Context: an optimization exercise on an open-source flow, tuned for small area, a short achievable clock period and few clock cycles per item. The choices shown serve that exercise and are no tape-out recipe. In this exercise RTL edits were held to simulation tests only and were not proved equivalent to the original. Power figures rest on the tool's default switching activity, not on a simulated workload.

== willow ==
==> flow/design.v <==
module gcd_coprocessor #( parameter W = 32, parameter P = 2 ) (
  input clk,
  input reset,
  input operands_val,
  input [W-1:0] operands_bits_A,
  input [W-1:0] operands_bits_B,
  output operands_rdy,
  output result_val,
  output [W-1:0] result_bits,
  input result_rdy
);
localparam KW = $clog2(W);
localparam S = 4;            
reg [W:0] a, b;              
reg [KW-1:0] k;
reg full;
reg bz;                      
wire az = (a == {(W+1){1'b0}});
wire kz = (k == {KW{1'b0}});
wire fin = az | bz;
wire done = full & fin & kz;
wire take = done & result_rdy;
wire load = operands_val & (~full | take);
wire step = full & ~fin;
wire restore = full & az & ~kz;
assign result_val = done;
assign result_bits = a[W-1:0] | b[W-1:0];
assign operands_rdy = ~full | take;
wire a_odd = a[0];
wire b_odd = b[0];
wire both_odd = a_odd & b_odd;
wire both_even = ~a_odd & ~b_odd;
wire [W:0] y = {(W+1){a_odd}} & ~b;
wire [W:0] r = a + y + {{W{1'b0}}, a_odd};
wire [S:0] r_lo = a[S:0] + y[S:0] + {{S{1'b0}}, a_odd};
wire swap = r[W] ^ a[W];
reg [S-1:0] sh;              
integer j;
reg found;
always @* begin
  sh = {S{1'b0}};
  found = 1'b0;
  if (both_even) begin
    sh[0] = 1'b1;
  end else begin
    for (j = 1; j < S; j = j + 1)
      if (!found && r_lo[j]) begin
        sh[j-1] = 1'b1;
        found = 1'b1;
      end
    if (!found) sh[S-1] = 1'b1;
  end
end
wire [W:0] a_ld = {1'b0, operands_bits_A};
wire [W:0] a_nx_j [0:S];
assign a_nx_j[0] = {(W+1){load}} & a_ld;
genvar gj;
generate
  for (gj = 1; gj <= S; gj = gj + 1) begin : ash
    wire [W:0] r_s = {{gj{r[W]}}, r[W:gj]};
    assign a_nx_j[gj] = a_nx_j[gj-1] | ({(W+1){~load & sh[gj-1]}} & r_s);
  end
endgenerate
wire [W:0] a_nx = a_nx_j[S];
wire a_en = load | (step & ~(a_odd & ~b_odd));
wire [W:0] a_negd = {~a[W:1], 1'b1};
wire [W:0] b_nx = load ? {1'b0, operands_bits_B}
                : step ? (b_odd ? a_negd : {b[W], b[W:1]})
                : {b[W-1:0], 1'b0};
wire b_en = load | (step & (~b_odd | (both_odd & swap))) | restore;
always @(posedge clk) begin
  if (reset) begin
    full <= 1'b0;
  end else if (load) begin
    full <= 1'b1;
  end else if (take) begin
    full <= 1'b0;
  end
end
always @(posedge clk) begin
  if (a_en) a <= a_nx;
  if (b_en) b <= b_nx;
  if (load) begin
    k <= {KW{1'b0}};
    bz <= (operands_bits_B == {W{1'b0}});
  end else if (step) begin
    if (both_even)
      k <= k + 1'b1;
  end else if (restore) begin
    k <= k - 1'b1;
  end
end
endmodule
==> flow/config.mk <==
export PLATFORM = sky130hd
export DESIGN_NAME = gcd_coprocessor
export DESIGN_NICKNAME = gcd_coprocessor
export VERILOG_FILES = /design/flow/design.v
export SDC_FILE = /design/flow/constraint.sdc
export NUM_CORES = 4
export LEC_CHECK = 0
export CAP_MARGIN = 20
export CORE_MARGIN = 2
export CORE_UTILIZATION = 65
export CTS_BUF_LIST = sky130_fd_sc_hd__clkbuf_8
export SETUP_SLACK_MARGIN = 0.8
export SLEW_MARGIN = 20
==> flow/constraint.sdc <==
create_clock -name core_clock -period 4.0 [get_ports {clk}]
set_input_delay 0.8000 -clock core_clock [delete_from_list [all_inputs] [get_ports {clk}]]
set_output_delay 0.8000 -clock core_clock [all_outputs]
set_load 0.01 [all_outputs]
standard.sh (not shown) runs the stock make flow with config.mk's settings and CLKGATE_MAP_FILE= SYNTH_SCRIPT=/design/flow/synth_recipe.tcl, a recipe that flattens the netlist after the stock synthesis.
==> flow/flow/run.sh <==
#!/bin/bash
# The standard layout (the standard.sh, all ORFS steps), with the port
# buffers that ORFS's buffer_ports adds made of sky130_fd_sc_hd__buf_1.
# Every port still gets its own buffer; the resizer may upsize them.
# make's full output goes to standard.log; ORFS's per-step logs are under
# orfs/logs/.
set -euo pipefail
export BUFFER_PORTS_ARGS="-buffer_cell sky130_fd_sc_hd__buf_1"
bash standard.sh > standard.log 2>&1
Testbench counts of willow, summed over its fixed seeds: cycles 107,856, items 4,800.
Modified inputs, harbor compared to willow
- clearing SETUP_SLACK_MARGIN, which used to be 0.8
==> comparison <==
- Number of filler cells placed in the layout in harbor is 214 higher than in willow
- harbor ends up with lower met3 capacity usage during global routing than willow does.
- Of willow and harbor, harbor shows the lower minimum setup slack in the final design, with willow above it.
Input changes introduced in tundra (baseline for comparison: harbor):
- removing CTS_BUF_LIST (formerly sky130_fd_sc_hd__clkbuf_8)
- changing CORE_UTILIZATION from 65 to 30
==> flow/run.sh (new file) <==
#!/bin/bash
# synth_recipe.tcl (not shown) runs the flow's synth.tcl, then flattens the netlist and writes it again
# the make line also repeats each setting of config.mk as NAME=value (left out here)
make -C /OpenROAD-flow-scripts/flow DESIGN_CONFIG=/design/flow/config.mk WORK_HOME=/design/flow/orfs CLKGATE_MAP_FILE= SYNTH_SCRIPT=/design/flow/synth_recipe.tcl finish
removed: flow/flow/run.sh
removed: flow/standard.sh
### Flow results
tundra vs harbor — met3 wirelength from detailed routing dropped by more than a quarter. Routed wire length deteriorates in tundra relative to harbor. Number of optimization iterations in the first detailed-route pass: tundra < harbor. In tundra, non-clock buffer area fraction after layout is higher than in harbor. harbor -> tundra: clock power increased by more than half. tundra vs harbor, first-pass GRT wire length went up by 2700 µm. In tundra, the design area came out 1000 µm² above the value in harbor. | critical path depth | lower: tundra |.

## violet
gcd_coprocessor, a different RTL version from the one above (not shown whole).
Size: ~720 cells after synthesis, about 74 flip-flops, ~100 I/O pins, ~5800 µm² of cells after synthesis.
Settings: LEC_CHECK=0, CAP_MARGIN=20, CORE_MARGIN=2, CORE_UTILIZATION=65, CTS_BUF_LIST=sky130_fd_sc_hd__clkbuf_8, SETUP_SLACK_MARGIN=0.6, SLEW_MARGIN=20; clock period 4.0 ns.
==> flow/flow/run.sh <==
#!/bin/bash
# The standard layout (the standard.sh, all ORFS steps), with the port
# buffers that ORFS's buffer_ports adds made of sky130_fd_sc_hd__buf_1.
# Every port still gets its own buffer; the resizer may upsize them.
# make's full output goes to standard.log; ORFS's per-step logs are under
# orfs/logs/.
set -euo pipefail
export BUFFER_PORTS_ARGS="-buffer_cell sky130_fd_sc_hd__buf_1"
bash standard.sh > standard.log 2>&1
Testbench counts of violet, summed over its fixed seeds: cycles 107,856, items 4,800.
Input-level comparison between juniper and violet:
- swapping 0.6 for 0.5 in SETUP_SLACK_MARGIN
- swapping 65 for 80 in CORE_UTILIZATION
Results
juniper reached the end of the flow, and the finished layout is clean on the timing, DRC and antenna checks. In the reports for violet and juniper, the smaller post-detailed-placement cell area belongs to juniper. juniper reports its slowest cell on the critical path as sky130_fd_sc_hd__ha_1 while violet reports sky130_fd_sc_hd__o41ai_2. Going from violet to juniper, met2 track demand over resource in global routing increased 9.4 points, clock network fraction of total power decreased 1.6 points. violet -> juniper: number of signal-net buffers in the layout decreased by a few percent. Number of multi-input logic gates came out exactly the same in violet and juniper. Measured against juniper, the via density per instance of violet comes out at 0.936 times the reference value.
The inputs of delta differ from those of juniper as listed below.
- CORE_UTILIZATION: 80 -> 65
- SETUP_SLACK_MARGIN: 0.5 -> 0.4
==> run summary <==
The final layout from delta, which completed every stage, passed the timing, DRC and antenna checks at the end of the flow. [compare] base=juniper new=delta: tapcell count saw an increase, number of nets in the layout increased 4, count of clock-net buffers in the final layout increased by 1 relative to the old numbers. Net switching power of delta falls short of that of juniper by a few percent. delta vs juniper: fraction of area in registers down in delta.
The inputs of raven differ from those of delta as listed below.
- SETUP_SLACK_MARGIN changed from 0.4 to 0.5
- CORE_UTILIZATION changed from 65 to 45
### Flow results
Re met2 track demand over resource in global routing: delta was higher than raven. Reported for raven and delta, deepest clock path buffer count turned out identical to the last digit. In the tables for raven and delta, setup slack reads lower with raven. Portion of the clock cycle consumed by the worst path in the final layout: raven vs delta up 0.56 points. Taking delta as the reference point, the via count of raven falls by 161. Reported for raven and delta, number of slew-limit violations in the final report turned out identical to the last digit.
The inputs of lagoon differ from those of raven as listed below.
- removing SETUP_SLACK_MARGIN (formerly 0.5)
- changing CORE_UTILIZATION from 45 to 65
Findings:
Compared to raven, lagoon has count of clock-net buffers in the final layout 1 higher.
Total power per unit cell area | lagoon below raven
Higher overall global routing resource usage goes to lagoon over raven.
Compared with raven, lagoon shows a lower power drawn by the combinational cells.
Data arrival time of the critical path came out higher on lagoon than on raven.
The clock network latency to the later pin of the worst-skew pair was comparable across lagoon and raven.
Diff raven -> lagoon: count of antenna diodes in the layout shows no meaningful change; register share of the cell area shows an increase of 0.75 points; overall power shows a reduction of 4.0%; number of cells after detailed placement shows a reduction of 7.0%.

==> what the ideal ports hide <==
Ports are ideal in the flow. The routed layouts listed here were re-timed in OpenROAD.
Step 1, drivers: a clkbuf_16 drives clk and a buf_2 each remaining input, both assumed.
Step 2 adds t to the input delays and takes it off the output delays; t is the mean of the earliest and latest rising clock arrival at the registers after step 1. Input paths then give back, and output paths get back, about the clock's delay inside the block.
Slacks: ideal / step 1 / step 2; pairs: ideal / step 1.
run	shift t [ns]	slack for setup (ns)	worst hold slack (ns)	latest minus earliest clock arrival (ns)
willow	0.425	0.718 / 0.718 / 0.718	0.532 / 0.532 / 0.532	0.019 / 0.020
harbor	0.413	0.334 / 0.334 / 0.334	0.514 / 0.514 / 0.514	0.019 / 0.019
tundra	0.395	0.238 / 0.195 / 0.435	0.486 / 0.486 / 0.486	0.007 / 0.007
violet	0.395	0.663 / 0.663 / 0.663	0.536 / 0.536 / 0.536	0.009 / 0.010
juniper	0.406	0.498 / 0.498 / 0.498	0.534 / 0.534 / 0.534	0.011 / 0.012
delta	0.404	0.563 / 0.563 / 0.563	0.523 / 0.523 / 0.523	0.015 / 0.015
raven	0.413	0.540 / 0.540 / 0.540	0.535 / 0.535 / 0.535	0.011 / 0.010
lagoon	0.401	0.369 / 0.369 / 0.369	0.523 / 0.523 / 0.523	0.012 / 0.011
After both steps every run listed still meets setup and hold.
